Context: an optimization exercise on an open-source flow, tuned for small area and a short achievable clock period. The choices shown serve that exercise and are no tape-out recipe.
Where RTL was checked, it was by simulation tests only, not by an equivalence proof against the original.
Only the layout flow was run in runs 4 and 5; the RTL was not checked for function there.
Power and IR drop assume default switching activity.

$ cat design/flow/config.mk
export PLATFORM = sky130hd
export DESIGN_NAME = sobel_mod
export DESIGN_NICKNAME = sobel_mod
export VERILOG_FILES = /design/flow/design.v
export SDC_FILE = /design/flow/constraint.sdc
export NUM_CORES = 4
export LEC_CHECK = 0
export CAP_MARGIN = 20
export CORE_MARGIN = 2
export CORE_UTILIZATION = 40
export PLACE_DENSITY = 0.6
export SLEW_MARGIN = 20
$ cat design/flow/constraint.sdc
create_clock -name core_clock -period 5.5 [get_ports {clk}]
set_input_delay 1.1000 -clock core_clock [delete_from_list [all_inputs] [get_ports {clk}]]
set_output_delay 1.1000 -clock core_clock [all_outputs]
set_load 0.01 [all_outputs]
$ cat design/flow/design.v
`timescale 1ns / 1ps
module rgb_to_grayscale(
    input clk,
    input rst,
    input [7:0] red_i,
    input [7:0] green_i,
    input [7:0] blue_i,
    input done_i,
    output reg [7:0] grayscale_o,
    output reg done_o
    );
always @(posedge clk) begin
    grayscale_o <= (red_i>>2) + (red_i>>5) + (green_i>>1) + (green_i>>4) + (blue_i>>4) + (blue_i>>5);
end
always @(posedge clk) begin
    if(rst) done_o <= 1'b0;
    else    done_o <= done_i;
end
endmodule
`timescale 1ns / 1ps
module fifo_single_line_buffer #(parameter LEN = 322) (
    input clk,
    input we_i,
    input [7:0] data_i,
    output [8*LEN-1:0] data_o
    );
reg [8*LEN-1:0] line_data;
assign data_o = line_data;
always @(posedge clk) begin
    if(we_i) line_data <= {line_data[8*LEN-9:0], data_i};
end
endmodule
`timescale 1ns / 1ps
module fifo_double_line_buffer(
    input clk,
    input we_i,
    input [7:0] data_i,
    output [7:0] a0_o, a1_o, a2_o,
    output [7:0] m0_o, m2_o,
    output [7:0] d0_o, d1_o, d2_o
    );
localparam COLS = 160;
localparam LEN  = 2*COLS + 2;
wire [8*LEN-1:0] taps;
fifo_single_line_buffer #(.LEN(LEN)) FIFO_LINES(
    .clk(clk),
    .we_i(we_i),
    .data_i(data_i),
    .data_o(taps)
);
assign d2_o = data_i;
assign d1_o = taps[8*0 +: 8];
assign d0_o = taps[8*1 +: 8];
assign m2_o = taps[8*(COLS-1) +: 8];
assign m0_o = taps[8*(COLS+1) +: 8];
assign a2_o = taps[8*(2*COLS-1) +: 8];
assign a1_o = taps[8*(2*COLS) +: 8];
assign a0_o = taps[8*(2*COLS+1) +: 8];
endmodule
`timescale 1ns / 1ps
module sobel_data_modulate(
    input clk,
    input rst,
    input done_i,
    output done_o,
    output reg top_o,    
    output reg bot_o,    
    output reg lft_o,    
    output reg rgt_o     
    );
localparam ROWS = 120;
localparam COLS = 160;
reg [7:0] iCounter;    
reg [6:0] iRows;
reg [7:0] iCols;
assign done_o = done_i && (iCounter == COLS + 1);
wire col_last = (iCols == COLS - 1);
wire row_last = (iRows == ROWS - 1);
always @(posedge clk) begin
    if(rst) begin
        iCounter <= 0;
    end else if(done_i && iCounter != COLS + 1) begin
        iCounter <= iCounter + 1;
    end
end
always @(posedge clk) begin
    if(rst) begin
        iRows <= 0;
        iCols <= 0;
        top_o <= 1'b1;
        bot_o <= 1'b0;
        lft_o <= 1'b1;
        rgt_o <= 1'b0;
    end else if(done_o) begin
        iCols <= col_last ? 8'd0 : iCols + 1;
        lft_o <= col_last;
        rgt_o <= (iCols == COLS - 2);
        if(col_last) begin
            iRows <= row_last ? 7'd0 : iRows + 1;
            top_o <= row_last;
            bot_o <= (iRows == ROWS - 2);
        end
    end
end
endmodule
`timescale 1ns / 1ps
module sobel_data_buffer(
    input clk,
    input rst,
    input [7:0] grayscale_i,
    input done_i,
    output [7:0] d0_o,
    output [7:0] d1_o,
    output [7:0] d2_o,
    output [7:0] d3_o,
    output [7:0] d5_o,
    output [7:0] d6_o,
    output [7:0] d7_o,
    output [7:0] d8_o,
    output done_o
    );
wire [7:0] a0, a1, a2, m0, m2, b0, b1, b2;
wire top, bot, lft, rgt;
fifo_double_line_buffer FIFO_DOUBLE_LINE_BUFFER(
    .clk(clk),
    .we_i(done_i),
    .data_i(grayscale_i),
    .a0_o(a0), .a1_o(a1), .a2_o(a2),
    .m0_o(m0), .m2_o(m2),
    .d0_o(b0), .d1_o(b1), .d2_o(b2)
);
sobel_data_modulate SOBEL_DATA_MODULATE(
    .clk(clk),
    .rst(rst),
    .done_i(done_i),
    .done_o(done_o),
    .top_o(top),
    .bot_o(bot),
    .lft_o(lft),
    .rgt_o(rgt)
);
assign d0_o = (top | lft) ? 8'd0 : a0;
assign d1_o = top         ? 8'd0 : a1;
assign d2_o = (top | rgt) ? 8'd0 : a2;
assign d3_o = lft         ? 8'd0 : m0;
assign d5_o = rgt         ? 8'd0 : m2;
assign d6_o = (bot | lft) ? 8'd0 : b0;
assign d7_o = bot         ? 8'd0 : b1;
assign d8_o = (bot | rgt) ? 8'd0 : b2;
endmodule
`timescale 1ns / 1ps
module sobel_calc(
    input clk,
    input rst,
    input [7:0] d0_i,
    input [7:0] d1_i,
    input [7:0] d2_i,
    input [7:0] d3_i,
    input [7:0] d5_i,
    input [7:0] d6_i,
    input [7:0] d7_i,
    input [7:0] d8_i,
    input done_i,
    output reg [7:0] grayscale_o,
    output done_o
    );
reg [9:0] gx_p, gx_n, gy_p, gy_n;
reg [9:0] gx_d, gy_d;
reg [2:0] done_shift;
always @(posedge clk) begin
    gx_p <= d0_i + {d3_i, 1'b0} + d6_i;
    gx_n <= d2_i + {d5_i, 1'b0} + d8_i;
    gy_p <= d0_i + {d1_i, 1'b0} + d2_i;
    gy_n <= d6_i + {d7_i, 1'b0} + d8_i;
end
always @(posedge clk) begin
    gx_d <= (gx_p >= gx_n) ? (gx_p - gx_n) : (gx_n - gx_p);
    gy_d <= (gy_p >= gy_n) ? (gy_p - gy_n) : (gy_n - gy_p);
end
wire [10:0] g_sum = gx_d + gy_d;
always @(posedge clk) begin
    grayscale_o <= (g_sum >= 11'd60) ? 8'd225 : {2'b00, g_sum[5:0]};
end
always @(posedge clk) begin
    if(rst) done_shift <= 3'b000;
    else    done_shift <= {done_shift[1:0], done_i};
end
assign done_o = done_shift[2];
endmodule
`timescale 1ns / 1ps
module sobel_kernel(
    input clk,
    input rst,
    input [7:0] grayscale_i,
    input done_i,
    output [7:0] grayscale_o,
    output done_o
    );
wire [7:0] d0, d1, d2, d3, d5, d6, d7, d8;
wire win_done;
sobel_data_buffer SOBEL_DATA_BUFFER(
    .clk(clk),
    .rst(rst),
    .grayscale_i(grayscale_i),
    .done_i(done_i),
    .d0_o(d0), .d1_o(d1), .d2_o(d2), .d3_o(d3),
    .d5_o(d5), .d6_o(d6), .d7_o(d7), .d8_o(d8),
    .done_o(win_done)
);
sobel_calc SOBEL_CALC(
    .clk(clk),
    .rst(rst),
    .d0_i(d0), .d1_i(d1), .d2_i(d2), .d3_i(d3),
    .d5_i(d5), .d6_i(d6), .d7_i(d7), .d8_i(d8),
    .done_i(win_done),
    .grayscale_o(grayscale_o),
    .done_o(done_o)
);
endmodule
`timescale 1ns / 1ps
module grayscale_to_rgb(
    input [7:0] grayscale_i,
    input done_i,
    output [7:0] red_o,
    output [7:0] green_o,
    output [7:0] blue_o,
    output done_o
    );
assign red_o   = grayscale_i;
assign green_o = grayscale_i;
assign blue_o  = grayscale_i;
assign done_o  = done_i;
endmodule
`timescale 1ns / 1ps
module sobel_mod(
    input clk,
    input rst,
    input [7:0] cam_red_i,
    input [7:0] cam_green_i,
    input [7:0] cam_blue_i,
    input cam_done_i,
    output [7:0] sobel_red_o,
    output [7:0] sobel_green_o,
    output [7:0] sobel_blue_o,
    output sobel_done_o
    );
wire [7:0] sobel_grayscale_i;
wire sobel_grayscale_i_done;
wire [7:0] sobel_grayscale_o;
wire sobel_grayscale_o_done;
rgb_to_grayscale RGB_TO_GRAYSCALE(
    .clk(clk),
    .rst(rst),
    .red_i(cam_red_i),
    .green_i(cam_green_i),
    .blue_i(cam_blue_i),
    .done_i(cam_done_i),
    .grayscale_o(sobel_grayscale_i),
    .done_o(sobel_grayscale_i_done)
);
sobel_kernel SOBEL_KERNEL(
    .clk(clk),
    .rst(rst),
    .grayscale_i(sobel_grayscale_i),
    .done_i(sobel_grayscale_i_done),
    .grayscale_o(sobel_grayscale_o),
    .done_o(sobel_grayscale_o_done)
);
grayscale_to_rgb GRAYSCALE_TO_RGB(
    .grayscale_i(sobel_grayscale_o),
    .done_i(sobel_grayscale_o_done),
    .red_o(sobel_red_o),
    .green_o(sobel_green_o),
    .blue_o(sobel_blue_o),
    .done_o(sobel_done_o)
);
endmodule
$ cat design/flow/run.sh
#!/bin/bash
# synth_recipe.tcl (not shown) runs the flow's synth.tcl, then flattens the netlist and writes it again
# the make line also repeats each setting of config.mk as NAME=value (left out here)
make -C /OpenROAD-flow-scripts/flow DESIGN_CONFIG=/design/flow/config.mk WORK_HOME=/design/flow/orfs CLKGATE_MAP_FILE= SYNTH_SCRIPT=/design/flow/synth_recipe.tcl finish
==> results of run 1 <==
[report_power, final]
| group | internal (uW) | switching (uW) | leakage [uW] | total (uW) |
|---|---|---|---|---|
| logic | 1100 | 1580 | 0.00343 | 2690 |
| clock network | 9050 | 7110 | 0.00373 | 16200 |
| registers | 23400 | 384 | 0.0250 | 23800 |
| total | 33600 | 9080 | 0.0322 | 42600 |
[final cells by class]
class	instances	area (um2)	share of cell area [%]
Inverter	116	435	0.447
Multi-Input combinational cell	651	5400	5.54
Tap cell	2821	3530	3.62
Sequential cell	2682	79500	81.6
Clock inverter	132	1330	1.36
Antenna cell	1	2.50	0.00257
Timing Repair Buffer	76	868	0.891
Clock buffer	307	6380	6.55
[layout by cell type, fill, tap and decap left out, types with 18 or more instances in the layout]
cell type        count
a21o_1              19
clkbuf_1            55
nand2b_1            22
clkdlybuf4s50_1     44
inv_1              116
clkinv_2            32
fa_1                49
bufinv_16           18
nor2_1              70
xnor2_1             38
edfxtp_1          2576
a21oi_1             49
clkbuf_16          240
dfxtp_1            105
ha_1               109
nor2b_1             36
nand2_1             49
clkinv_1            57
xor2_1              35
o21ai_0             31
[synth_stat cells, types with 2 or more instances]
library cell,instances
and2_1,15
nor3b_1,2
o21a_1,11
xor2_1,35
o211ai_1,2
and4_1,2
nand2b_1,22
inv_1,116
nor4_1,2
or3_1,7
xnor2_1,38
o31a_1,2
dfxtp_1,106
nand3b_1,6
o22ai_1,2
o21bai_1,6
edfxtp_1,2576
o21ai_0,31
nand4_1,12
a21oi_1,49
a31oi_1,6
nand2_1,49
a211oi_1,11
buf_2,2
nor2_1,70
ha_1,109
a211o_1,2
nor2b_1,36
and3_1,3
nor3_1,15
o21ai_1,4
mux2i_1,9
a21o_1,19
o41ai_1,6
o31ai_1,3
o41ai_2,2
clkbuf_1,17
fa_1,49
nand3_1,9
buf_4,19
[worst max path at each step]
stage	start	end	slack (ns)	depth (start not counted)
after floorplan	RGB_TO_GRAYSCALE.done_o	flop	-14.86	7
after global placement	cam_red_i[5]	RGB_TO_GRAYSCALE.grayscale_o[7]	0.22	16
after detailed placement	cam_red_i[5]	RGB_TO_GRAYSCALE.grayscale_o[7]	0.22	16
after CTS	cam_red_i[5]	RGB_TO_GRAYSCALE.grayscale_o[7]	1.17	16
after global routing	cam_red_i[5]	RGB_TO_GRAYSCALE.grayscale_o[7]	0.93	16
final	cam_red_i[5]	RGB_TO_GRAYSCALE.grayscale_o[7]	1.11	16
[metal layers]
| layer | routed length [um] | track usage [%] |
|---|---|---|
| met5 | 0 | 0 |
| met1 | 55900 | 15.6 |
| met3 | 3900 | 2.23 |
| met2 | 41200 | 11.8 |
| met4 | 2980 | 3.73 |
[through the flow]
step / total power (uW) / setup WS, ns / hold slack (ns) / instance area, um2
global route: 44400 / 0.928 / 0.375 / 97400
global placement: 26900 / 0.219 / 0.401 / 89700
floorplan: 26700 / -14.86 / 0.400 / 85500
detailed placement: 27000 / 0.218 / 0.405 / 89700
CTS: 43300 / 1.17 / 0.360 / 97400
finish: 42600 / 1.11 / 0.376 / 97400
[critical path, cell delays in order]
cell             delay, ns
clkdlybuf4s50_1       0.43
ha_1                  0.23
fa_1                  0.42
xor2_1                0.22
fa_1                  0.47
fa_1                  0.51
inv_1                 0.05
fa_1                  0.49
inv_1                 0.07
fa_1                  0.45
a21oi_1               0.15
nor2_1                0.06
nor2_1                0.15
o21bai_1              0.08
a21oi_1               0.17
xnor2_1               0.13
[cells by family after synthesis]
group	synth area share [%]
AOI/OAI and AO/OA	1.18
xor gates and xnor gates	0.748
adders and majority gates	2.74
buffers and inverters	0.762
DFF	92.9
muxes	0.105
and+or+nand+nor	1.54
==> impl_metrics.json, run 1 <==
{
  "outcome": "complete, no violations",
  "grt_pass1_wl_um": 165000,
  "finalSetupViolations": 0,
  "timing.final.crit_share_pct": 79.9,
  "die_y_um": 466,
  "async_flop_share_pct": 0,
  "ys.flop_type": "edfxtp_1",
  "synth_nets": 3672,
  "cp-end-kind": "flop",
  "ys_seq_elements": 2682,
  "dp_hpwl_um": 50900,
  "power_density_nw_per_um2": 438,
  "cts_tree": "yes",
  "viasPerCell": 4.44,
  "antenna_found_initial": 3,
  "synth_area_leaders": "edfxtp_1 (90%), dfxtp_1 (2.5%), ha_1 (1.6%), fa_1 (1.1%), inv_1 (0.51%)",
  "htree_levels": 4,
  "place_congestion": 0.759,
  "num-nets-final": 3950,
  "syn_to_final_growth_pct": 13.9,
  "ios": 52,
  "tns_ns": 0,
  "grtUsageTotal_pct": 9.46,
  "grt_overflow_total": 0,
  "place_inst": 6346,
  "coreArea_um2": 212000,
  "drtIter0Drc": 3127,
  "final_cells": 6786,
  "hp-class": "reg2reg",
  "cts_buffers": 238,
  "fin_util_pct": 45.9,
  "yosys.area.top_type": "edfxtp_1",
  "die_area_um2": 218000,
  "rr_worst_depth": 11,
  "synth_edf_count": 2576,
  "ctsRootBufferMaster": "clkbuf_16",
  "whs_path_depth": 0,
  "r2r_slack_ns": 2.12,
  "cp-start-kind": "input port",
  "tightest_slew_ns": 1.11,
  "fmax_mhz": 228,
  "reg2reg_to": "SOBEL_KERNEL.SOBEL_CALC.gx_p[8]",
  "grt_max_degree": 208,
  "maxCapViolations": 0,
  "synth-seq-area-share_pct": 92.9,
  "synthCells": 3487,
  "cts_setup_buffers": 0,
  "grt_pass1_vias": 29380,
  "fp-row-count": 169,
  "antenna_left": 0,
  "post_synth.cell_area_avg_um2": 24.5,
  "crit_required_ns": 6.28,
  "cts_buffer_depth": 3,
  "path_clk_slew_ns": 0.06,
  "wl_um": 104000,
  "drive_gt1_share_pct": 9.23,
  "first_pass_iters": 5,
  "clk_latency_ns": 0.84,
  "fin_skew_ns": 0.0466,
  "vias": 30104,
  "rsz0062_at_grt": "false",
  "ir_worst_vdd_uv": 348,
  "critPathArrivalTime_ns": 5.18,
  "routedWlPerCell_um": 15.3,
  "clock-sinks": 2682,
  "hold_buffers": 0,
  "yosys_warnings": 4,
  "slew_viol_final": 0,
  "leakage_uw": 0.0322,
  "slew_headroom_pct": 26.2,
  "synth_area_um2": 85500,
  "fillers": 17311,
  "die_x_um": 466,
  "fin_crit_ns": 4.39,
  "io_buffers": 44,
  "worstPathMaxFanout": 2,
  "synth_top_area_share_pct": 90.4,
  "crit_type": "in2reg",
  "start_util_pct": 40.3,
  "hold_viol_final": 0,
  "synth.distinct_cells": 45,
  "cts_resized": 0,
  "drc": 0
}
==> run 2: changes to the inputs <==
--- a/design/flow/design.v
+++ b/design/flow/design.v
@@ -9,12 +9,29 @@
     output reg [7:0] grayscale_o,
     output reg done_o
     );
-always @(posedge clk) begin
-    grayscale_o <= (red_i>>2) + (red_i>>5) + (green_i>>1) + (green_i>>4) + (blue_i>>4) + (blue_i>>5);
-end
-always @(posedge clk) begin
-    if(rst) done_o <= 1'b0;
-    else    done_o <= done_i;
+reg [7:0] red_q, green_q, blue_q;
+reg done_q;
+reg [7:0] part_a;    
+reg [5:0] part_b;    
+reg done_p;
+always @(posedge clk) begin
+    red_q   <= red_i;
+    green_q <= green_i;
+    blue_q  <= blue_i;
+    part_a  <= (red_q>>2) + (green_q>>1);
+    part_b  <= (red_q>>5) + (green_q>>4) + (blue_q>>4) + (blue_q>>5);
+    grayscale_o <= part_a + part_b;
+end
+always @(posedge clk) begin
+    if(rst) begin
+        done_q <= 1'b0;
+        done_p <= 1'b0;
+        done_o <= 1'b0;
+    end else begin
+        done_q <= done_i;
+        done_p <= done_q;
+        done_o <= done_p;
+    end
 end
 endmodule
 `timescale 1ns / 1ps
@@ -166,7 +183,8 @@
     );
 reg [9:0] gx_p, gx_n, gy_p, gy_n;
 reg [9:0] gx_d, gy_d;
-reg [2:0] done_shift;
+reg [10:0] g_sum;
+reg [3:0] done_shift;
 always @(posedge clk) begin
     gx_p <= d0_i + {d3_i, 1'b0} + d6_i;
     gx_n <= d2_i + {d5_i, 1'b0} + d8_i;
@@ -177,15 +195,17 @@
     gx_d <= (gx_p >= gx_n) ? (gx_p - gx_n) : (gx_n - gx_p);
     gy_d <= (gy_p >= gy_n) ? (gy_p - gy_n) : (gy_n - gy_p);
 end
-wire [10:0] g_sum = gx_d + gy_d;
+always @(posedge clk) begin
+    g_sum <= gx_d + gy_d;
+end
 always @(posedge clk) begin
     grayscale_o <= (g_sum >= 11'd60) ? 8'd225 : {2'b00, g_sum[5:0]};
 end
 always @(posedge clk) begin
-    if(rst) done_shift <= 3'b000;
-    else    done_shift <= {done_shift[1:0], done_i};
-end
-assign done_o = done_shift[2];
+    if(rst) done_shift <= 4'b0000;
+    else    done_shift <= {done_shift[2:0], done_i};
+end
+assign done_o = done_shift[3];
 endmodule
 `timescale 1ns / 1ps
 module sobel_kernel(
--- a/design/flow/config.mk
+++ b/design/flow/config.mk
@@ -8,5 +8,7 @@
 export CAP_MARGIN = 20
 export CORE_MARGIN = 2
 export CORE_UTILIZATION = 40
+export CTS_BUF_LIST = sky130_fd_sc_hd__clkbuf_8 sky130_fd_sc_hd__clkbuf_16
+export CTS_CLUSTER_SIZE = 40
 export PLACE_DENSITY = 0.6
 export SLEW_MARGIN = 20
==> impl_metrics.json, run 2 <==
{
  "outcome": "complete, no violations",
  "critical-path-slowest-cell": "nor2_1",
  "cts_setup_buffers": 0,
  "fp-row-count": 170,
  "num-nets-final": 4035,
  "grt_overflow_total": 0,
  "crit_path_max_incr_delay_ns": 0.75,
  "ios": 52,
  "synth_xor_area_share_pct": 0.728,
  "die_y_um": 469,
  "r2r_slack_ns": 1.83,
  "antenna_found_initial": 2,
  "yosys.cell_count.top_type": "edfxtp_1",
  "synth_area_um2": 86600,
  "pre_cts_ws_ns": 1.87,
  "p_int_uw": 33400,
  "comb_power_share_pct": 5.5,
  "synthTopCellsByCount": "edfxtp_1 (2,576), dfxtp_1 (151), inv_1 (118)",
  "crit_required_ns": 6.24,
  "hp-class": "reg2reg",
  "fmax_mhz": 273,
  "cp-start-kind": "flop",
  "path_clk_slew_ns": 0.07,
  "synth-simple-area-share_pct": 1.64,
  "dp_hpwl_um": 54300,
  "wl_um": 108000,
  "slew_viol_final": 0,
  "drc": 0,
  "critPathArrivalTime_ns": 4.41,
  "synth-seq-area-share_pct": 92.8,
  "tightest_slew_ns": 1.03,
  "first_pass_iters": 7,
  "synth_area_leaders": "edfxtp_1 (89%), dfxtp_1 (3.5%), ha_1 (1.6%), fa_1 (0.92%), inv_1 (0.51%)",
  "clk_latency_ns": 0.84,
  "cts_buffers": 239,
  "p_sw_uw": 8760,
  "start_util_pct": 40.3,
  "cts_resized": 0,
  "netSwitchingFraction_pct": 20.7,
  "synth_edf_count": 2576,
  "final_cell_mix": "edfxtp_1 (2,576), clkbuf_16 (241), inv_1 (161), dfxtp_1 (150), ha_1 (111)",
  "vias": 30917,
  "finalSetupViolations": 0,
  "die_x_um": 469,
  "post_synth.cell_area_avg_um2": 24.2,
  "power.total_uw": 42200,
  "tns_ns": 0,
  "ir_worst_vdd_uv": 310,
  "timing.final.crit_share_pct": 66.7,
  "worstPathMaxFanout": 12,
  "htree_levels": 4,
  "drtIter0Drc": 2793,
  "syn_to_final_growth_pct": 14.3,
  "cts_buffer_depth": 3,
  "drive_gt1_share_pct": 10.4,
  "whs_ns": 0.400,
  "synth_top_family_by_area": "adder cells",
  "maxCapViolations": 0,
  "cp-end-kind": "flop",
  "fin_skew_ns": 0.0328,
  "place_congestion": 0.766,
  "place_inst": 6454,
  "critPathBufInv": 1,
  "coreArea_um2": 215000,
  "fillers": 17509,
  "ctsRootBufferMaster": "clkbuf_16",
  "die_area_um2": 220000,
  "yosys_warnings": 4,
  "ys_seq_elements": 2727,
  "seq_power_share_pct": 54.5,
  "crit_chain": "nor2_1 > nand2_1 > fa_1 > inv_1 > ha_1 > a21o_1 > a21oi_1 > o21ai_0 > o41ai_1 > xnor2_1",
  "synth.distinct_cells": 55,
  "num_antenna_cells": 0,
  "slew_headroom_pct": 31.6,
  "synth.area.mux_share_pct": 0.116,
  "layout_commonest_cell": "edfxtp_1",
  "synth_compound_area_share_pct": 1.40,
  "cts_tree": "yes",
  "setup_slack_ns": 1.83,
  "synthCells": 3579,
  "grt_pass1_wl_um": 171000,
  "synth_top_area_share_pct": 89.3,
  "yosys.area.top_type": "edfxtp_1",
  "hold_viol_final": 0,
  "crit_type": "reg2reg",
  "grtUsageTotal_pct": 9.60,
  "async_flop_share_pct": 0,
  "synth_nets": 3757,
  "grt_pass1_vias": 30029,
  "power_density_nw_per_um2": 427,
  "clock_power_share_pct": 40.1,
  "hold_buffers": 0,
  "routedWlPerCell_um": 15.6,
  "final_cells": 6902,
  "ys.flop_type": "edfxtp_1",
  "rsz0062_at_grt": "false",
  "crit_family": "simple AND/OR/NAND/NOR gates",
  "antenna_left": 0,
  "grt_max_degree": 178,
  "fin_crit_ns": 3.67,
  "io_buffers": 44,
  "synthAdderAreaFrac_pct": 2.53,
  "leakage_uw": 0.0250,
  "viasPerCell": 4.48,
  "clock-sinks": 2727
}
==> run 2: cell count changes after synthesis, sizes merged, moves of 9 or more <==
cell   delta
a21o     +16
nor2     -13
fa        -9
dfxtp    +45
nand2    +14
xor2      -9
==> run 2: final timing paths <==
| path | to | depth (start not counted) |
|---|---|---|
| worst min-delay path | flop | 0 |
| worst max register to register | SOBEL_KERNEL.SOBEL_CALC.gy_p[8] | 10 |
| worst max-delay path | SOBEL_KERNEL.SOBEL_CALC.gy_p[8] | 10 |
| worst min register to register | flop | 0 |
==> run 2: routing by layer <==
layer / vias to the layer above / track usage, % / wire length [um]
met1: 15814 / 15.8 / 57500
met4: 0 / 3.45 / 2560
met3: 204 / 2.22 / 4340
met5: - / 0 / 0
met2: 428 / 12.2 / 43100
li1: 14471 / - / -
==> run 2: cell type report <==
| cell class | count | area, um2 | area share, % |
|---|---|---|---|
| timing repair buffer | 75 | 873 | 0.883 |
| clock inverter | 205 | 2040 | 2.06 |
| tap | 2838 | 3550 | 3.59 |
| sequential | 2727 | 80400 | 81.2 |
| clock buffer | 243 | 6060 | 6.12 |
| inverter | 118 | 443 | 0.448 |
| multi-input combinational | 696 | 5600 | 5.66 |
==> run 2: cells by family after synthesis <==
| family | Yosys count |
|---|---|
| flops | 2727 |
| simple gates | 276 |
| compound gates | 187 |
| buf+inv | 156 |
| fa+ha+maj | 151 |
| xor+xnor | 72 |
| mux | 10 |
==> run 2: power groups by stage <==
stage	clock, uW	combinational, uW	sequential, uW
2_1_floorplan	0	1660	23800
3_3_place_gp	0	2300	23400
6_report	16900	2320	23000
5_1_grt	18200	2630	23000
3_5_place_dp	0	2330	23400
4_1_cts	17500	2340	23000
==> run 2: stage by stage <==
stage | utilization, % | area [um2]
CTS | 46.1 | 98900
global placement | 42.3 | 90900
finish | 46.1 | 98900
floorplan | - | 86600
detailed placement | 42.3 | 90900
global route | 46.1 | 98900
==> run 2: worst register-to-register path, stage by stage (launching register included) <==
cell	delay, ns
dfxtp_1	0.45
nor2_1	0.75
nand2_1	0.25
fa_1	0.63
inv_1	0.06
ha_1	0.29
a21o_1	0.18
a21oi_1	0.27
o21ai_0	0.18
o41ai_1	0.36
xnor2_1	0.18
==> run 3: changes to the inputs <==
--- a/design/flow/config.mk
+++ b/design/flow/config.mk
@@ -8,7 +8,5 @@
 export CAP_MARGIN = 20
 export CORE_MARGIN = 2
 export CORE_UTILIZATION = 40
-export CTS_BUF_LIST = sky130_fd_sc_hd__clkbuf_8 sky130_fd_sc_hd__clkbuf_16
-export CTS_CLUSTER_SIZE = 40
 export PLACE_DENSITY = 0.6
 export SLEW_MARGIN = 20
==> impl_metrics.json, run 3 <==
{
  "path_clk_slew_ns": 0.07,
  "synth_area_leaders": "edfxtp_1 (89%), dfxtp_1 (3.5%), ha_1 (1.6%), fa_1 (0.92%), inv_1 (0.51%)",
  "timing.final.crit_share_pct": 66.9,
  "dp_hpwl_um": 54300,
  "reg2reg_to": "SOBEL_KERNEL.SOBEL_CALC.gy_p[8]",
  "hold_buffers": 0,
  "cts_buffers": 239,
  "tns_ns": 0,
  "cts_buffer_depth": 3,
  "cp-end-kind": "flop",
  "ys.flop_type": "edfxtp_1",
  "fin_crit_ns": 3.68,
  "clk_latency_ns": 0.83,
  "vias": 30909,
  "hold_viol_final": 0,
  "worstPathMaxFanout": 12,
  "post_synth.cell_area_avg_um2": 24.2,
  "num-nets-final": 4035,
  "synthTopCellsByCount": "edfxtp_1 (2,576), dfxtp_1 (151), inv_1 (118)",
  "ys_seq_elements": 2727,
  "async_flop_share_pct": 0,
  "outcome": "complete, no violations",
  "synth.distinct_cells": 55,
  "synth_top_area_share_pct": 89.3,
  "yosys.area.top_type": "edfxtp_1",
  "setup_slack_ns": 1.82,
  "power_density_nw_per_um2": 427,
  "ios": 52,
  "power.total_uw": 42300,
  "fin_util_pct": 46.1,
  "cts_setup_buffers": 0,
  "antenna_found_initial": 2,
  "slew_viol_final": 0,
  "syn_to_final_growth_pct": 14.3,
  "fin_skew_ns": 0.0308,
  "cts_resized": 0,
  "fp-row-count": 170,
  "ir_worst_vdd_uv": 310,
  "drc": 0,
  "r2r_slack_ns": 1.82,
  "rr_worst_depth": 10,
  "grtUsageTotal_pct": 9.60,
  "yosys.cell_count.top_type": "edfxtp_1",
  "wl_um": 107000,
  "leakage_uw": 0.0248,
  "drtIter0Drc": 2686,
  "grt_overflow_total": 0,
  "clock-sinks": 2727,
  "slew_headroom_pct": 34.6,
  "finalSetupViolations": 0,
  "maxCapViolations": 0,
  "die_area_um2": 220000,
  "synth-seq-area-share_pct": 92.8,
  "synthCells": 3579,
  "tightest_slew_ns": 0.981,
  "rsz0062_at_grt": "false",
  "crit_required_ns": 6.24,
  "cts_tree": "yes",
  "first_pass_iters": 5,
  "coreArea_um2": 215000,
  "die_x_um": 469,
  "crit_type": "reg2reg",
  "critPathCapture": "SOBEL_KERNEL.SOBEL_CALC.gy_p[8]",
  "num_antenna_cells": 0,
  "synth_area_um2": 86600,
  "die_y_um": 469,
  "layout_commonest_cell": "edfxtp_1",
  "hp-class": "reg2reg",
  "synth_nets": 3757,
  "routedWlPerCell_um": 15.6,
  "grt_pass1_vias": 30028,
  "cp-start-kind": "flop",
  "start_util_pct": 40.3,
  "pre_cts_ws_ns": 1.87,
  "synth_edf_count": 2576,
  "io_buffers": 44,
  "yosys_warnings": 4,
  "place_inst": 6454,
  "grt_max_degree": 178,
  "htree_levels": 4,
  "final_cells": 6902,
  "fmax_mhz": 272,
  "place_congestion": 0.766,
  "ctsRootBufferMaster": "clkbuf_16",
  "viasPerCell": 4.48,
  "antenna_left": 0,
  "critPathArrivalTime_ns": 4.41,
  "grt_pass1_wl_um": 171000,
  "final_cell_mix": "edfxtp_1 (2,576), clkbuf_16 (241), dfxtp_1 (150), inv_1 (118), ha_1 (111)",
  "drive_gt1_share_pct": 10.4
}
run 3: layout make-up:
class,instances,area (um2)
fill,17509,116000
inverter,118,443
sequential,2727,80400
tap,2838,3550
multi-input combinational,696,5600
clock buffer,286,6220
timing repair buffer,75,873
clock inverter,162,1880
run 3: per-stage QoR:
stage / cell area [um2] / hold WS [ns]
after global routing: 98900 / 0.405
final: 98900 / 0.401
after detailed placement: 90900 / 0.405
after global placement: 90900 / 0.402
after CTS: 98900 / 0.398
after floorplan: 86600 / 0.386
run 3: kinds of logic after synthesis:
family,after synthesis,share of synthesized area [%]
flip-flops,2727,92.8
XOR/XNOR,72,0.728
AND/OR/NAND/NOR,276,1.64
buffers and inverters,156,0.753
AO/OA/AOI/OAI,187,1.40
adder cells (fa/ha/maj),151,2.53
multiplexers,10,0.116
run 3: layer usage:
| metal | share of wire [%] | GRT usage [%] |
|---|---|---|
| met3 | 4.0 | 2.22 |
| met4 | 2.4 | 3.45 |
| met2 | 40 | 12.2 |
| met5 | 0 | 0 |
| met1 | 53 | 15.8 |
run 3: power by group:
part / total, uW / internal [uW] / leakage [uW] / switching [uW]
registers: 23000 / 22800 / 0.0173 / 194
clock network: 17000 / 9740 / 0.00397 / 7240
logic: 2320 / 993 / 0.00361 / 1320
total: 42300 / 33500 / 0.0248 / 8750
run 3: critical path, cell delays in order (launching register included):
cell	delay, ns
dfxtp_1	0.45
nor2_1	0.73
nand2_1	0.25
fa_1	0.63
inv_1	0.06
ha_1	0.29
a21o_1	0.18
a21oi_1	0.29
o21ai_0	0.19
o41ai_1	0.36
xnor2_1	0.18
run 3: worst min path at each step:
stage	cells past startpoint	to	from	slack, ns
after floorplan	1	SOBEL_KERNEL.SOBEL_CALC.grayscale_o[0]	SOBEL_KERNEL.SOBEL_CALC.g_sum[0]	0.39
after global placement	0	flop	flop	0.40
after detailed placement	0	flop	flop	0.40
after CTS	0	flop	flop	0.40
after global routing	0	flop	flop	0.41
final	0	flop	flop	0.40
==> run 4: changes to the inputs <==
--- a/design/flow/design.v
+++ b/design/flow/design.v
@@ -9,27 +9,20 @@
     output reg [7:0] grayscale_o,
     output reg done_o
     );
-reg [7:0] red_q, green_q, blue_q;
-reg done_q;
 reg [7:0] part_a;    
 reg [5:0] part_b;    
 reg done_p;
 always @(posedge clk) begin
-    red_q   <= red_i;
-    green_q <= green_i;
-    blue_q  <= blue_i;
-    part_a  <= (red_q>>2) + (green_q>>1);
-    part_b  <= (red_q>>5) + (green_q>>4) + (blue_q>>4) + (blue_q>>5);
+    part_a  <= (red_i>>2) + (green_i>>1);
+    part_b  <= (red_i>>5) + (green_i>>4) + (blue_i>>4) + (blue_i>>5);
     grayscale_o <= part_a + part_b;
 end
 always @(posedge clk) begin
     if(rst) begin
-        done_q <= 1'b0;
         done_p <= 1'b0;
         done_o <= 1'b0;
     end else begin
-        done_q <= done_i;
-        done_p <= done_q;
+        done_p <= done_i;
         done_o <= done_p;
     end
 end
@@ -80,10 +73,7 @@
     input rst,
     input done_i,
     output done_o,
-    output reg top_o,    
-    output reg bot_o,    
-    output reg lft_o,    
-    output reg rgt_o     
+    output reg [8:0] keep_o
     );
 localparam ROWS = 120;
 localparam COLS = 160;
@@ -93,6 +83,10 @@
 assign done_o = done_i && (iCounter == COLS + 1);
 wire col_last = (iCols == COLS - 1);
 wire row_last = (iRows == ROWS - 1);
+wire top_n = col_last ? row_last : (iRows == 0);
+wire bot_n = col_last ? (iRows == ROWS - 2) : row_last;
+wire lft_n = col_last;
+wire rgt_n = (iCols == COLS - 2);
 always @(posedge clk) begin
     if(rst) begin
         iCounter <= 0;
@@ -104,19 +98,14 @@
     if(rst) begin
         iRows <= 0;
         iCols <= 0;
-        top_o <= 1'b1;
-        bot_o <= 1'b0;
-        lft_o <= 1'b1;
-        rgt_o <= 1'b0;
+        keep_o <= 9'b110_110_000;
     end else if(done_o) begin
         iCols <= col_last ? 8'd0 : iCols + 1;
-        lft_o <= col_last;
-        rgt_o <= (iCols == COLS - 2);
-        if(col_last) begin
+        if(col_last)
             iRows <= row_last ? 7'd0 : iRows + 1;
-            top_o <= row_last;
-            bot_o <= (iRows == ROWS - 2);
-        end
+        keep_o <= {~(bot_n | rgt_n), ~bot_n, ~(bot_n | lft_n),
+                   ~rgt_n,           1'b1,   ~lft_n,
+                   ~(top_n | rgt_n), ~top_n, ~(top_n | lft_n)};
     end
 end
 endmodule
@@ -137,7 +126,7 @@
     output done_o
     );
 wire [7:0] a0, a1, a2, m0, m2, b0, b1, b2;
-wire top, bot, lft, rgt;
+wire [8:0] keep;
 fifo_double_line_buffer FIFO_DOUBLE_LINE_BUFFER(
     .clk(clk),
     .we_i(done_i),
@@ -151,19 +140,16 @@
     .rst(rst),
     .done_i(done_i),
     .done_o(done_o),
-    .top_o(top),
-    .bot_o(bot),
-    .lft_o(lft),
-    .rgt_o(rgt)
-);
-assign d0_o = (top | lft) ? 8'd0 : a0;
-assign d1_o = top         ? 8'd0 : a1;
-assign d2_o = (top | rgt) ? 8'd0 : a2;
-assign d3_o = lft         ? 8'd0 : m0;
-assign d5_o = rgt         ? 8'd0 : m2;
-assign d6_o = (bot | lft) ? 8'd0 : b0;
-assign d7_o = bot         ? 8'd0 : b1;
-assign d8_o = (bot | rgt) ? 8'd0 : b2;
+    .keep_o(keep)
+);
+assign d0_o = a0 & {8{keep[0]}};
+assign d1_o = a1 & {8{keep[1]}};
+assign d2_o = a2 & {8{keep[2]}};
+assign d3_o = m0 & {8{keep[3]}};
+assign d5_o = m2 & {8{keep[5]}};
+assign d6_o = b0 & {8{keep[6]}};
+assign d7_o = b1 & {8{keep[7]}};
+assign d8_o = b2 & {8{keep[8]}};
 endmodule
 `timescale 1ns / 1ps
 module sobel_calc(
@@ -181,15 +167,27 @@
     output reg [7:0] grayscale_o,
     output done_o
     );
+reg [8:0] s06, s28, s02, s68;
+reg [7:0] r1, r3, r5, r7;
 reg [9:0] gx_p, gx_n, gy_p, gy_n;
 reg [9:0] gx_d, gy_d;
 reg [10:0] g_sum;
-reg [3:0] done_shift;
-always @(posedge clk) begin
-    gx_p <= d0_i + {d3_i, 1'b0} + d6_i;
-    gx_n <= d2_i + {d5_i, 1'b0} + d8_i;
-    gy_p <= d0_i + {d1_i, 1'b0} + d2_i;
-    gy_n <= d6_i + {d7_i, 1'b0} + d8_i;
+reg [4:0] done_shift;
+always @(posedge clk) begin
+    s06 <= d0_i + d6_i;
+    s28 <= d2_i + d8_i;
+    s02 <= d0_i + d2_i;
+    s68 <= d6_i + d8_i;
+    r1  <= d1_i;
+    r3  <= d3_i;
+    r5  <= d5_i;
+    r7  <= d7_i;
+end
+always @(posedge clk) begin
+    gx_p <= s06 + {r3, 1'b0};
+    gx_n <= s28 + {r5, 1'b0};
+    gy_p <= s02 + {r1, 1'b0};
+    gy_n <= s68 + {r7, 1'b0};
 end
 always @(posedge clk) begin
     gx_d <= (gx_p >= gx_n) ? (gx_p - gx_n) : (gx_n - gx_p);
@@ -202,10 +200,10 @@
     grayscale_o <= (g_sum >= 11'd60) ? 8'd225 : {2'b00, g_sum[5:0]};
 end
 always @(posedge clk) begin
-    if(rst) done_shift <= 4'b0000;
-    else    done_shift <= {done_shift[2:0], done_i};
-end
-assign done_o = done_shift[3];
+    if(rst) done_shift <= 5'b00000;
+    else    done_shift <= {done_shift[3:0], done_i};
+end
+assign done_o = done_shift[4];
 endmodule
 `timescale 1ns / 1ps
 module sobel_kernel(
--- a/design/flow/config.mk
+++ b/design/flow/config.mk
@@ -9,4 +9,5 @@
 export CORE_MARGIN = 2
 export CORE_UTILIZATION = 40
 export PLACE_DENSITY = 0.6
+export SETUP_SLACK_MARGIN = 2.6
 export SLEW_MARGIN = 20
==> impl_metrics.json, run 4 <==
{
  "rr_startpoint": "SOBEL_KERNEL.SOBEL_CALC.gx_p[0]",
  "grt_overflow_total": 0,
  "tns_ns": 0,
  "timing.final.crit_share_pct": 52.8,
  "cts_tree": "yes",
  "routedWlPerCell_um": 15.3,
  "fmax_mhz": 344,
  "drtIter0Drc": 2961,
  "crit_required_ns": 6.21,
  "wl_met2_um": 44300,
  "grt_max_degree": 195,
  "final_cells": 7082,
  "antenna_left": 0,
  "ir_worst_vdd_uv": 314,
  "synth_area_leaders": "edfxtp_1 (88%), dfxtp_1 (4.7%), ha_1 (1.9%), xnor2_1 (0.66%), and2_1 (0.51%)",
  "dp_hpwl_um": 56000,
  "synth.distinct_cells": 62,
  "yosys.area.top_type": "edfxtp_1",
  "drc": 0,
  "ctsRootBufferMaster": "clkbuf_16",
  "hold_buffers": 0,
  "synthAdderAreaFrac_pct": 2.39,
  "ios": 52,
  "whs_ns": 0.328,
  "post_synth.cell_area_avg_um2": 23.9,
  "start_util_pct": 40.2,
  "cts_buffers": 240,
  "place_congestion": 0.772,
  "dpl_cell_area_um2": 92600,
  "fin_area_um2": 101000,
  "fin_crit_ns": 2.90,
  "synthCells": 3692,
  "grt_pass1_vias": 30517,
  "hold_path_startpoint": "SOBEL_KERNEL.SOBEL_CALC.s06[0]",
  "antenna_found_initial": 5,
  "slew_headroom_pct": 31.9,
  "synth_area_um2": 88100,
  "grt_pass1_wl_um": 170000,
  "ys.flop_type": "edfxtp_1",
  "synth_compound_area_share_pct": 1.45,
  "critical-path-slowest-cell": "fa_1",
  "async_flop_share_pct": 0,
  "coreArea_um2": 219000,
  "viasPerCell": 4.46,
  "crit_chain": "clkdlybuf4s50_1 > inv_1 > fa_1 > fa_1 > inv_1 > ha_2 > fa_2 > a21o_1 > a21o_1",
  "grtUsageTotal_pct": 9.49,
  "yosys.cell_count.top_type": "edfxtp_1",
  "synth.area.mux_share_pct": 0.230,
  "hold_viol_final": 0,
  "htree_levels": 4,
  "synth-simple-area-share_pct": 1.84,
  "first_pass_iters": 5,
  "fp-row-count": 172,
  "die_area_um2": 224000,
  "tightest_slew_ns": 1.02,
  "crit_family": "adder cells",
  "cp-end-kind": "flop",
  "met3_length_um": 4030,
  "fin_skew_ns": 0.0923,
  "leakage_uw": 0.0259,
  "drive_gt1_share_pct": 10.3,
  "critPathBufInv": 3,
  "power_density_nw_per_um2": 422,
  "synth_nets": 3875,
  "synth_xor_area_share_pct": 0.964,
  "path_clk_slew_ns": 0.06,
  "syn_to_final_growth_pct": 14.1,
  "place_inst": 6622,
  "layout_commonest_cell": "edfxtp_1",
  "rsz0062_at_grt": "true",
  "hp-class": "reg2reg",
  "ys_seq_elements": 2782,
  "die_x_um": 473,
  "die_y_um": 473,
  "synth_edf_count": 2576,
  "cts_buffer_depth": 3,
  "critPathArrivalTime_ns": 3.61,
  "num-nets-final": 4180,
  "synth_top_area_share_pct": 87.8,
  "wl_met1_um": 57500,
  "synth_top_family_by_area": "adder cells",
  "maxCapViolations": 0,
  "final_cell_mix": "edfxtp_1 (2,576), clkbuf_16 (241), dfxtp_1 (205), ha_1 (134), inv_1 (100)",
  "io_buffers": 44,
  "vias": 31603,
  "slew_viol_final": 0,
  "synth-seq-area-share_pct": 92.5,
  "crit_path_max_incr_delay_ns": 0.55,
  "clk_latency_ns": 0.84,
  "clock-sinks": 2782,
  "outcome": "complete, no violations",
  "top_layer_used": "met4",
  "cp-start-kind": "input port",
  "worstPathMaxFanout": 2,
  "yosys_warnings": 4,
  "crit_type": "in2reg",
  "crit_start": "cam_green_i[5]",
  "finalSetupViolations": 0,
  "wl_um": 108000,
  "synthTopCellsByCount": "edfxtp_1 (2,576), dfxtp_1 (206), ha_1 (136)"
}
[run 4: per-layer routing]
layer  vias to the layer above  global-route usage (%)
li1                      14984                       -
met1                     16015                    15.5
met2                       394                    12.4
met3                       210                    2.29
met4                         0                    2.92
met5                         -                       0
[run 4: final timing paths]
check / to / slack (ns) / cells past startpoint
min: SOBEL_KERNEL.SOBEL_CALC.gx_p[0] / 0.33 / 0
min reg2reg: SOBEL_KERNEL.SOBEL_CALC.gx_p[0] / 0.33 / 0
max reg2reg: SOBEL_KERNEL.SOBEL_CALC.gx_d[2] / 2.85 / 9
max: RGB_TO_GRAYSCALE.part_b[5] / 2.60 / 9
[run 4: cells by family after synthesis]
kind of cell	Yosys count
flip-flops	2782
AND/OR/NAND/NOR	304
AO/OA/AOI/OAI	200
adder cells (fa/ha/maj)	156
buffers and inverters	133
XOR/XNOR	97
multiplexers	20
[run 4: timing repair]
item | in CTS | in global routing
gates resized for setup | 15 | 13
endpoints found under the setup margin | 10 | 17
setup buffers | 4 | 0
pin swaps | 5 | 1
[run 4: layout make-up]
type | count | area, um2
multi-input combinational | 777 | 6060
clock buffer | 286 | 6260
timing repair buffer | 95 | 1100
tap | 2871 | 3590
inverter | 101 | 379
antenna | 1 | 2.50
fill | 17789 | 119000
sequential | 2782 | 81500
clock inverter | 169 | 1680
[run 4: per-stage QoR]
stage,utilization [%],power (uW),setup WS [ns]
after floorplan,-,26100,-13.53
after global placement,42.2,26300,1.61
after detailed placement,42.2,26400,1.63
after CTS,45.8,43100,2.61
after global routing,45.9,44100,2.59
final,45.9,42500,2.60
[run 4: report_power, final]
part / switching, uW / internal (uW) / total (uW)
logic: 1410 / 968 / 2370
clock network: 7410 / 9190 / 16600
registers: 173 / 23300 / 23500
==> run 5: changes to the inputs <==
--- a/design/flow/config.mk
+++ b/design/flow/config.mk
@@ -9,5 +9,5 @@
 export CORE_MARGIN = 2
 export CORE_UTILIZATION = 40
 export PLACE_DENSITY = 0.6
-export SETUP_SLACK_MARGIN = 2.6
+export SETUP_SLACK_MARGIN = 3.1
 export SLEW_MARGIN = 20
==> impl_metrics.json, run 5 <==
{
  "outcome": "complete, no violations",
  "rsz0062_at_grt": "true",
  "seqCellArea_um2": 81500,
  "crit_required_ns": 6.21,
  "htree_levels": 4,
  "routedWlPerCell_um": 15.3,
  "synth-seq-area-share_pct": 92.5,
  "cts_buffer_depth": 3,
  "num-nets-final": 4205,
  "viasPerCell": 4.46,
  "place_congestion": 0.772,
  "dpl_cell_area_um2": 92600,
  "slew_headroom_pct": 31.0,
  "async_flop_share_pct": 0,
  "pre_cts_ws_ns": 1.63,
  "ir_worst_vdd_uv": 314,
  "ys.flop_type": "edfxtp_1",
  "crit_type": "in2reg",
  "grt_pass1_vias": 30603,
  "cts_buffers": 240,
  "vias": 31689,
  "ctsRootBufferMaster": "clkbuf_16",
  "grt_max_degree": 195,
  "r2r_slack_ns": 3.21,
  "maxCapViolations": 0,
  "setup_slack_ns": 3.00,
  "finalSetupViolations": 0,
  "antenna_found_initial": 5,
  "fp-row-count": 172,
  "post_synth.cell_area_avg_um2": 23.9,
  "start_util_pct": 40.2,
  "cts_tree": "yes",
  "first_pass_iters": 5,
  "rr_worst_depth": 9,
  "final_cell_mix": "edfxtp_1 (2,576), clkbuf_16 (241), dfxtp_1 (192), ha_1 (128), inv_1 (95)",
  "ios": 52,
  "hp-class": "reg2reg",
  "grtUsageTotal_pct": 9.53,
  "path_clk_slew_ns": 0.06,
  "fin_crit_ns": 2.50,
  "layout_commonest_cell": "edfxtp_1",
  "tightest_slew_ns": 1.03,
  "synth.distinct_cells": 62,
  "critPathArrivalTime_ns": 3.21,
  "coreArea_um2": 219000,
  "dp_hpwl_um": 56000,
  "grt_overflow_total": 0,
  "synth_edf_count": 2576,
  "whs_ns": 0.327,
  "yosys_warnings": 4,
  "ys_seq_elements": 2782,
  "timing.final.crit_share_pct": 45.5,
  "cp-start-kind": "input port",
  "yosys.area.top_type": "edfxtp_1",
  "synth_top_area_share_pct": 87.8,
  "drtIter0Drc": 2806,
  "syn_to_final_growth_pct": 14.7,
  "fillers": 17761,
  "cp-end-kind": "flop",
  "leakage_uw": 0.0260,
  "synthCells": 3692,
  "synthTopCellsByCount": "edfxtp_1 (2,576), dfxtp_1 (206), ha_1 (136)",
  "antenna_left": 0,
  "die_area_um2": 224000,
  "tns_ns": 0,
  "die_y_um": 473,
  "hold_viol_final": 0,
  "drive_gt1_share_pct": 12.7,
  "drc": 0,
  "synth_area_um2": 88100,
  "clk_latency_ns": 0.84,
  "hold_buffers": 0,
  "fin_skew_ns": 0.0924,
  "wl_um": 109000,
  "yosys.cell_count.top_type": "edfxtp_1",
  "die_x_um": 473,
  "fin_area_um2": 101000,
  "place_inst": 6622,
  "clock-sinks": 2782,
  "io_buffers": 44,
  "fmax_mhz": 400,
  "slew_viol_final": 0,
  "hold_path_startpoint": "SOBEL_KERNEL.SOBEL_CALC.s06[0]",
  "whs_endpoint": "SOBEL_KERNEL.SOBEL_CALC.gx_p[0]",
  "reg2reg_to": "SOBEL_KERNEL.SOBEL_CALC.s28[7]",
  "final_cells": 7107,
  "synth_area_leaders": "edfxtp_1 (88%), dfxtp_1 (4.7%), ha_1 (1.9%), xnor2_1 (0.66%), and2_1 (0.51%)",
  "grt_pass1_wl_um": 171000,
  "worstPathMaxFanout": 2,
  "whs_path_depth": 0,
  "power_density_nw_per_um2": 421,
  "synth_nets": 3875,
  "multi_input_area_um2": 6260
}
run 5: cell counts after synthesis:
Identical to the previous run, type by type.
run 5: stage by stage:
| step | power, uW | util (%) |
|---|---|---|
| global route | 44300 | 46.1 |
| CTS | 43100 | 45.9 |
| detailed placement | 26400 | 42.2 |
| floorplan | 26100 | - |
| finish | 42600 | 46.1 |
| global placement | 26300 | 42.2 |
run 5: final cells by class:
class	instances	area share, %
diodes	1	0.00248
well taps	2871	3.56
inverters	101	0.378
clock buffers	286	6.20
repair buffers	120	1.34
multi-input cells	777	6.19
clock inverters	169	1.66
flip-flops and latches	2782	80.7
run 5: kinds of logic after synthesis:
kind of cell	Yosys count	synth area share, %
and+or+nand+nor	304	1.84
buffers and inverters	133	0.662
DFF	2782	92.5
xor gates and xnor gates	97	0.964
AOI/OAI and AO/OA	200	1.45
adders and majority gates	156	2.39
muxes	20	0.230
run 5: worst max-delay path by stage:
stage                     slack (ns)                    endpoint                                   start
after floorplan               -13.53                        flop                 RGB_TO_GRAYSCALE.done_o
after global placement          1.61  RGB_TO_GRAYSCALE.part_b[5]                            cam_red_i[5]
after detailed placement        1.63  RGB_TO_GRAYSCALE.part_b[5]                            cam_red_i[5]
after CTS                       2.86              sobel_red_o[6]  SOBEL_KERNEL.SOBEL_CALC.grayscale_o[6]
after global routing            2.94            sobel_green_o[1]  SOBEL_KERNEL.SOBEL_CALC.grayscale_o[1]
final                           3.00  RGB_TO_GRAYSCALE.part_b[5]                          cam_green_i[4]
run 5: worst max-delay path, stage by stage:
cell and delay [ns]:
buf_6 0.10, ha_4 0.16, inv_4 0.05, fa_2 0.44, fa_1 0.51, inv_2 0.05
ha_4 0.16, fa_2 0.34, a21o_1 0.16, a21o_1 0.14
run 5: power breakdown:
group	internal, uW	leakage (uW)	total, uW	switching, uW
combinational	1050	0.00402	2510	1460
clock	9190	0.00386	16600	7400
sequential	23300	0.0181	23500	176
total	33500	0.0260	42600	9030
run 5: repair_timing:
action | 4_1_cts | 5_1_grt
gates cloned | 0 | 1
pin swaps | 9 | 19
buffers inserted | 14 | 14
setup endpoints to repair | 918 | 176
resized for setup | 162 | 54
run 5: metal layers:
metal / vias to the layer above / wire length [um] / global-route usage (%)
li1: 15041 / - / -
met1: 16054 / 57700 / 15.5
met2: 390 / 44900 / 12.4
met3: 204 / 4010 / 2.29
met4: 0 / 2300 / 2.92
met5: - / 0 / 0
==> run 6: changes to the inputs <==
--- a/design/flow/design.v
+++ b/design/flow/design.v
@@ -10,12 +10,14 @@
     output reg done_o
     );
 reg [7:0] part_a;    
-reg [5:0] part_b;    
+reg [4:0] part_b;    
+reg [3:0] part_c;    
 reg done_p;
 always @(posedge clk) begin
     part_a  <= (red_i>>2) + (green_i>>1);
-    part_b  <= (red_i>>5) + (green_i>>4) + (blue_i>>4) + (blue_i>>5);
-    grayscale_o <= part_a + part_b;
+    part_b  <= (green_i>>4) + (blue_i>>4);
+    part_c  <= (red_i>>5) + (blue_i>>5);
+    grayscale_o <= part_a + part_b + part_c;
 end
 always @(posedge clk) begin
     if(rst) begin
--- a/design/flow/config.mk
+++ b/design/flow/config.mk
@@ -9,5 +9,5 @@
 export CORE_MARGIN = 2
 export CORE_UTILIZATION = 40
 export PLACE_DENSITY = 0.6
-export SETUP_SLACK_MARGIN = 3.1
+export SETUP_SLACK_MARGIN = 3.5
 export SLEW_MARGIN = 20
==> impl_metrics.json, run 6 <==
{
  "outcome": "complete, no violations",
  "async_flop_share_pct": 0,
  "rr_startpoint": "RGB_TO_GRAYSCALE.part_a[1]",
  "r2r_slack_ns": 3.34,
  "multi_input_area_um2": 6790,
  "slew_headroom_pct": 39.2,
  "crit_required_ns": 4.40,
  "wl_um": 113000,
  "viasPerCell": 4.55,
  "seqCellArea_um2": 81600,
  "ctsRootBufferMaster": "clkbuf_16",
  "crit_type": "reg2out",
  "ys_seq_elements": 2785,
  "critical-path-slowest-cell": "dfxtp_4",
  "die_y_um": 474,
  "io_buffers": 44,
  "cts_tree": "yes",
  "tns_ns": 0,
  "critPathCapture": "sobel_green_o[7]",
  "crit_family": "flip-flops",
  "antenna_found_initial": 3,
  "setup_slack_ns": 3.06,
  "fin_skew_ns": 0.0621,
  "yosys.area.top_type": "edfxtp_1",
  "synth.distinct_cells": 66,
  "crit_path_max_incr_delay_ns": 0.35,
  "die_area_um2": 224000,
  "post_synth.cell_area_avg_um2": 24.0,
  "final_cell_mix": "edfxtp_1 (2,576), clkbuf_16 (295), dfxtp_1 (178), ha_1 (109), inv_1 (81)",
  "whs_ns": 0.321,
  "rsz0062_at_grt": "true",
  "dpl_cell_area_um2": 92500,
  "cts_buffers": 287,
  "hold_buffers": 0,
  "critPathBufInv": 1,
  "synthCells": 3677,
  "timing.final.crit_share_pct": 44.5,
  "htree_levels": 5,
  "dp_hpwl_um": 54300,
  "grt_max_degree": 150,
  "clk_latency_ns": 0.89,
  "drtIter0Drc": 2769,
  "pre_cts_ws_ns": 2.55,
  "fin_area_um2": 103000,
  "syn_to_final_growth_pct": 16.7,
  "num-nets-final": 4255,
  "grt_overflow_total": 0,
  "power_density_nw_per_um2": 435,
  "synth_nets": 3863,
  "worstPathMaxFanout": 6,
  "yosys_warnings": 4,
  "start_util_pct": 40.2,
  "drc": 0,
  "synth_area_leaders": "edfxtp_1 (88%), dfxtp_1 (4.7%), ha_1 (2.0%), xnor2_1 (0.63%), and2_1 (0.50%)",
  "grtUsageTotal_pct": 9.92,
  "cp_num_cells": 1,
  "hold_viol_final": 0,
  "grt_pass1_wl_um": 178000,
  "finalSetupViolations": 0,
  "crit_start": "SOBEL_KERNEL.SOBEL_CALC.grayscale_o[6]",
  "path_clk_slew_ns": 0.06,
  "fin_crit_ns": 2.44,
  "first_pass_iters": 5,
  "rr_worst_depth": 10,
  "vias": 32481,
  "clock-sinks": 2785,
  "synth_top_area_share_pct": 87.7,
  "coreArea_um2": 220000,
  "cts_buffer_depth": 4,
  "fp-row-count": 172,
  "tightest_slew_ns": 0.912,
  "hp-class": "reg2reg",
  "grt_pass1_vias": 31731,
  "fillers": 17665,
  "place_congestion": 0.793,
  "cp-end-kind": "primary output",
  "ir_worst_vdd_uv": 244,
  "critPathArrivalTime_ns": 1.34,
  "routedWlPerCell_um": 15.8,
  "die_x_um": 474,
  "yosys.cell_count.top_type": "edfxtp_1",
  "whs_path_depth": 0,
  "crit_chain": "buf_2",
  "ios": 52,
  "drive_gt1_share_pct": 16.1,
  "synth_edf_count": 2576,
  "power.total_uw": 44800,
  "fmax_mhz": 409,
  "antenna_left": 0,
  "layout_commonest_cell": "edfxtp_1",
  "cp-start-kind": "flop",
  "synth_area_um2": 88200,
  "slew_viol_final": 0,
  "maxCapViolations": 0,
  "reg2reg_to": "RGB_TO_GRAYSCALE.grayscale_o[7]",
  "synth-seq-area-share_pct": 92.4,
  "ys.flop_type": "edfxtp_1",
  "synthTopCellsByCount": "edfxtp_1 (2,576), dfxtp_1 (209), ha_1 (138)",
  "leakage_uw": 0.0268
}
-- run 6: cell types whose count changed after synthesis, sizes merged, moves of 4 or more --
cell / change
a41oi: +4
and3: +5
buf: +4
inv: -9
nand2: -7
nor2: -6
nor3: -8
o21ai: +4
-- run 6: area by class of cell --
class,count,share of cell area [%]
Antenna cell,2,0.00486
Clock buffer,362,7.56
Clock inverter,122,1.16
Inverter,92,0.343
Multi-Input combinational cell,766,6.60
Sequential cell,2785,79.3
Tap cell,2871,3.49
Timing Repair Buffer,137,1.55
-- run 6: cells by family (layout without fill, tap and decap cells) --
group | count (synthesis) | after routing | share of synthesized area [%]
AOI/OAI and AO/OA | 211 | 211 | 1.61
muxes | 20 | 20 | 0.234
buffers and inverters | 126 | 713 | 0.641
xor gates and xnor gates | 92 | 92 | 0.913
adders and majority gates | 159 | 159 | 2.43
other | 0 | 2 | 0
DFF | 2785 | 2785 | 92.4
and+or+nand+nor | 284 | 284 | 1.73
-- run 6: what timing repair did --
| action | CTS | global route |
|---|---|---|
| cloned | 4 | 0 |
| endpoints found under the setup margin | 1890 | 170 |
| gates resized for setup | 249 | 120 |
| setup buffers | 40 | 17 |
| pin swaps | 49 | 88 |
-- run 6: how the worst min path moves through the flow --
stage,slack (ns),end,start
final,0.32,SOBEL_KERNEL.SOBEL_CALC.gx_n[0],SOBEL_KERNEL.SOBEL_CALC.s28[0]
after global routing,0.33,SOBEL_KERNEL.SOBEL_CALC.gx_n[0],SOBEL_KERNEL.SOBEL_CALC.s28[0]
after CTS,0.33,SOBEL_KERNEL.SOBEL_CALC.gy_n[0],SOBEL_KERNEL.SOBEL_CALC.s68[0]
after detailed placement,0.31,SOBEL_KERNEL.SOBEL_CALC.gy_n[0],SOBEL_KERNEL.SOBEL_CALC.s68[0]
after global placement,0.32,SOBEL_KERNEL.SOBEL_CALC.gx_n[0],SOBEL_KERNEL.SOBEL_CALC.s28[0]
after floorplan,0.31,SOBEL_KERNEL.SOBEL_CALC.gx_n[0],SOBEL_KERNEL.SOBEL_CALC.s28[0]
-- run 6: layer usage --
| metal | GRT usage, % | part of all wire [%] | vias to the layer above |
|---|---|---|---|
| met5 | 0 | 0 | - |
| met4 | 4.53 | 3.6 | 0 |
| met2 | 12.9 | 41 | 532 |
| met3 | 2.29 | 4.1 | 319 |
| met1 | 15.7 | 51 | 16508 |
| li1 | - | - | 15122 |
-- run 6: through the flow --
stage / cells / util (%)
floorplan: 3677 / -
global placement: 6590 / 42.1
detailed placement: 6590 / 42.1
CTS: 7118 / 46.6
global route: 7136 / 46.9
finish: 7137 / 46.9
-- run 6: where the power goes --
part / switching, uW / internal (uW) / total (uW) / leakage [uW]
Sequential: 205 / 23300 / 23500 / 0.0182
Clock: 7490 / 11000 / 18500 / 0.00440
Combinational: 1500 / 1240 / 2740 / 0.00424
Total: 9200 / 35600 / 44800 / 0.0268
==> run 7: changes to the inputs <==
--- a/design/flow/config.mk
+++ b/design/flow/config.mk
@@ -7,7 +7,7 @@
 export LEC_CHECK = 0
 export CAP_MARGIN = 20
 export CORE_MARGIN = 2
-export CORE_UTILIZATION = 40
-export PLACE_DENSITY = 0.6
-export SETUP_SLACK_MARGIN = 3.5
+export CORE_UTILIZATION = 65
+export PLACE_DENSITY = 0.75
+export SETUP_SLACK_MARGIN = 3.15
 export SLEW_MARGIN = 20
==> impl_metrics.json, run 7 <==
{
  "crit_type": "reg2out",
  "synth_top_area_share_pct": 87.7,
  "multi_input_area_um2": 6210,
  "grt_pass1_vias": 33721,
  "num-nets-final": 4167,
  "vias": 33077,
  "comb_power_share_pct": 5.8,
  "ys_seq_elements": 2785,
  "htree_levels": 4,
  "slew_viol_final": 0,
  "finalSetupViolations": 0,
  "ir_worst_vdd_uv": 334,
  "ys.flop_type": "edfxtp_1",
  "antenna_found_initial": 5,
  "hp-class": "reg2reg",
  "cp-end-kind": "primary output",
  "antenna_left": 0,
  "fmax_mhz": 391,
  "yosys.cell_count.top_type": "edfxtp_1",
  "power.total_uw": 43300,
  "start_util_pct": 65.3,
  "met1_usage_pct": 31.4,
  "fp-row-count": 135,
  "crit_required_ns": 4.40,
  "synthTopCellsByCount": "edfxtp_1 (2,576), dfxtp_1 (209), ha_1 (138)",
  "synth-simple-area-share_pct": 1.73,
  "grt_use_met3_pct": 3.74,
  "synthCells": 3677,
  "synth_edf_count": 2576,
  "synth-seq-area-share_pct": 92.4,
  "clock-sinks": 2785,
  "layout_commonest_cell": "edfxtp_1",
  "timing.final.crit_share_pct": 46.5,
  "grt-busiest-layer": "met2",
  "yosys.area.top_type": "edfxtp_1",
  "wl_um": 141000,
  "synth_nets": 3863,
  "cp-start-kind": "flop",
  "synth_top_family_by_area": "adder cells",
  "synth_xor_area_share_pct": 0.913,
  "rsz0062_at_grt": "true",
  "die_y_um": 372,
  "cts_buffer_depth": 3,
  "slew_headroom_pct": 29.3,
  "p_int_uw": 33900,
  "synth_area_um2": 88200,
  "synth.distinct_cells": 66,
  "die_x_um": 372,
  "routedWlPerCell_um": 23.7,
  "final_cell_mix": "edfxtp_1 (2,576), clkbuf_16 (243), dfxtp_1 (197), ha_1 (134), inv_1 (91)",
  "fillers": 7149,
  "outcome": "complete, no violations",
  "die_area_um2": 139000,
  "netSwitchingFraction_pct": 21.7,
  "p_sw_uw": 9370,
  "synth_compound_area_share_pct": 1.61,
  "io_buffers": 44,
  "cts_buffers": 241,
  "fin_util_pct": 73.7,
  "grtUsageTotal_pct": 20.8,
  "maxCapViolations": 0,
  "hold_viol_final": 0,
  "num_antenna_cells": 0,
  "seqCellArea_um2": 81600,
  "tns_ns": 0,
  "grt_overflow_total": 0,
  "viasPerCell": 5.54,
  "critPathArrivalTime_ns": 1.46,
  "worstPathMaxFanout": 3,
  "tightest_slew_ns": 1.06,
  "yosys_warnings": 4,
  "post_synth.cell_area_avg_um2": 24.0,
  "drc": 0,
  "first_pass_iters": 6,
  "grt_pass1_wl_um": 211000,
  "cts_tree": "yes",
  "clock_power_share_pct": 39.9,
  "ctsRootBufferMaster": "clkbuf_16",
  "drtIter0Drc": 3499,
  "async_flop_share_pct": 0,
  "fin_crit_ns": 2.56,
  "dp_hpwl_um": 58600,
  "clk_latency_ns": 0.84,
  "ios": 52,
  "synth.area.mux_share_pct": 0.234,
  "syn_to_final_growth_pct": 12.9,
  "grt_max_degree": 210,
  "fin_skew_ns": 0.0636,
  "use_met2_pct": 32.1,
  "coreArea_um2": 135000,
  "drive_gt1_share_pct": 11.4,
  "seq_power_share_pct": 54.3,
  "synthAdderAreaFrac_pct": 2.43,
  "leakage_uw": 0.0261,
  "power_density_nw_per_um2": 435,
  "place_congestion": 0.815,
  "path_clk_slew_ns": 0.06,
  "synth_area_leaders": "edfxtp_1 (88%), dfxtp_1 (4.7%), ha_1 (2.0%), xnor2_1 (0.63%), and2_1 (0.50%)"
}
## run 7: per-stage QoR
| step | worst slack (ns) | hold WS (ns) | instance area (um2) | instances |
|---|---|---|---|---|
| 6_report | 2.94 | 0.330 | 99600 | 5974 |
| 5_1_grt | 2.87 | 0.350 | 99600 | 5974 |
| 2_1_floorplan | -13.38 | 0.310 | 88200 | 3677 |
| 3_3_place_gp | 1.96 | 0.314 | 91000 | 5494 |
| 4_1_cts | 2.87 | 0.332 | 99400 | 5968 |
| 3_5_place_dp | 1.98 | 0.313 | 91000 | 5494 |
## run 7: area by class of cell
class                      count  share of cell area (%)
clock buffer                 314                    6.50
clock inverter               141                    1.46
inverter                      92                   0.347
multi-input combinational    766                    6.23
sequential                  2785                    81.9
tap                         1781                    2.24
timing repair buffer          95                    1.33
## run 7: worst max-delay path: stages, from the launching register on
cell	delay [ns]
dfxtp_4	0.34
buf_6	0.12
buf_6	0.11
buf_6	0.11
## run 7: final timing paths
path,startpoint,endpoint,slack (ns),cells past startpoint
max,SOBEL_KERNEL.SOBEL_CALC.grayscale_o[6],sobel_green_o[6],2.94,3
min reg2reg,SOBEL_KERNEL.SOBEL_CALC.s06[0],SOBEL_KERNEL.SOBEL_CALC.gx_p[0],0.33,0
max reg2reg,RGB_TO_GRAYSCALE.grayscale_o[0],SOBEL_KERNEL.SOBEL_CALC.s68[8],3.19,8
min,SOBEL_KERNEL.SOBEL_CALC.s06[0],SOBEL_KERNEL.SOBEL_CALC.gx_p[0],0.33,0
## run 7: logic make-up after synthesis
group	after synthesis
AO/OA/AOI/OAI	211
XOR/XNOR	92
adder cells (fa/ha/maj)	159
buffers and inverters	126
flip-flops	2785
multiplexers	20
AND/OR/NAND/NOR	284
## run 7: what timing repair did
action | CTS | global route
setup endpoints to repair | 2093 | 634
cloned | 6 | 0
hold buffers | 0 | 0
setup buffers | 13 | 6
resized for setup | 157 | 41
pin swaps | 2 | 9
## run 7: metal layers
metal | vias to the layer above | share of wire (%)
met5 | - | 0
met4 | 0 | 2.2
met3 | 248 | 4.8
met2 | 916 | 48
met1 | 16965 | 45
li1 | 14948 | -
## run 7: power groups by stage
stage,logic [uW],clock network [uW],registers [uW]
floorplan,1570,0,24500
global placement,2290,0,23900
detailed placement,2360,0,24000
CTS,2460,17600,23500
global route,2800,18300,23500
finish,2530,17300,23500

[separate check: timing with driven ports]
The flow's constraints put no driver on any port. The routed layouts listed below were extracted and timed again, unchanged, in two steps. Step 1, drivers: a clkbuf_16 drives clk and a buf_2 each remaining input, both assumed. Step 2, shift: input delay + t, output delay - t, t = (earliest + latest rising clock arrival at the registers) / 2. This alone moves slack from input paths to output paths. Three values: no drivers, after step 1, after step 2; two values: the first two.
run	t, ns	slack for setup (ns)	worst register clock-pin slew, ns
run 1	0.903	1.105 / 1.158 / 0.255	0.07 / 0.07
run 2	0.901	1.831 / 1.831 / 1.831	0.07 / 0.07
run 3	0.900	1.823 / 1.823 / 1.823	0.07 / 0.07
run 4	0.871	2.597 / 2.640 / 1.775	0.08 / 0.08
run 5	0.873	2.999 / 2.959 / 2.156	0.08 / 0.08
run 6	0.931	3.055 / 2.980 / 2.683	0.06 / 0.06
run 7	0.899	2.942 / 2.859 / 2.610	0.09 / 0.09
After both steps every run listed still meets setup and hold. The setup slack of run 1, which loses most, moves by +0.053 ns with the drivers and by -0.850 ns with both steps.
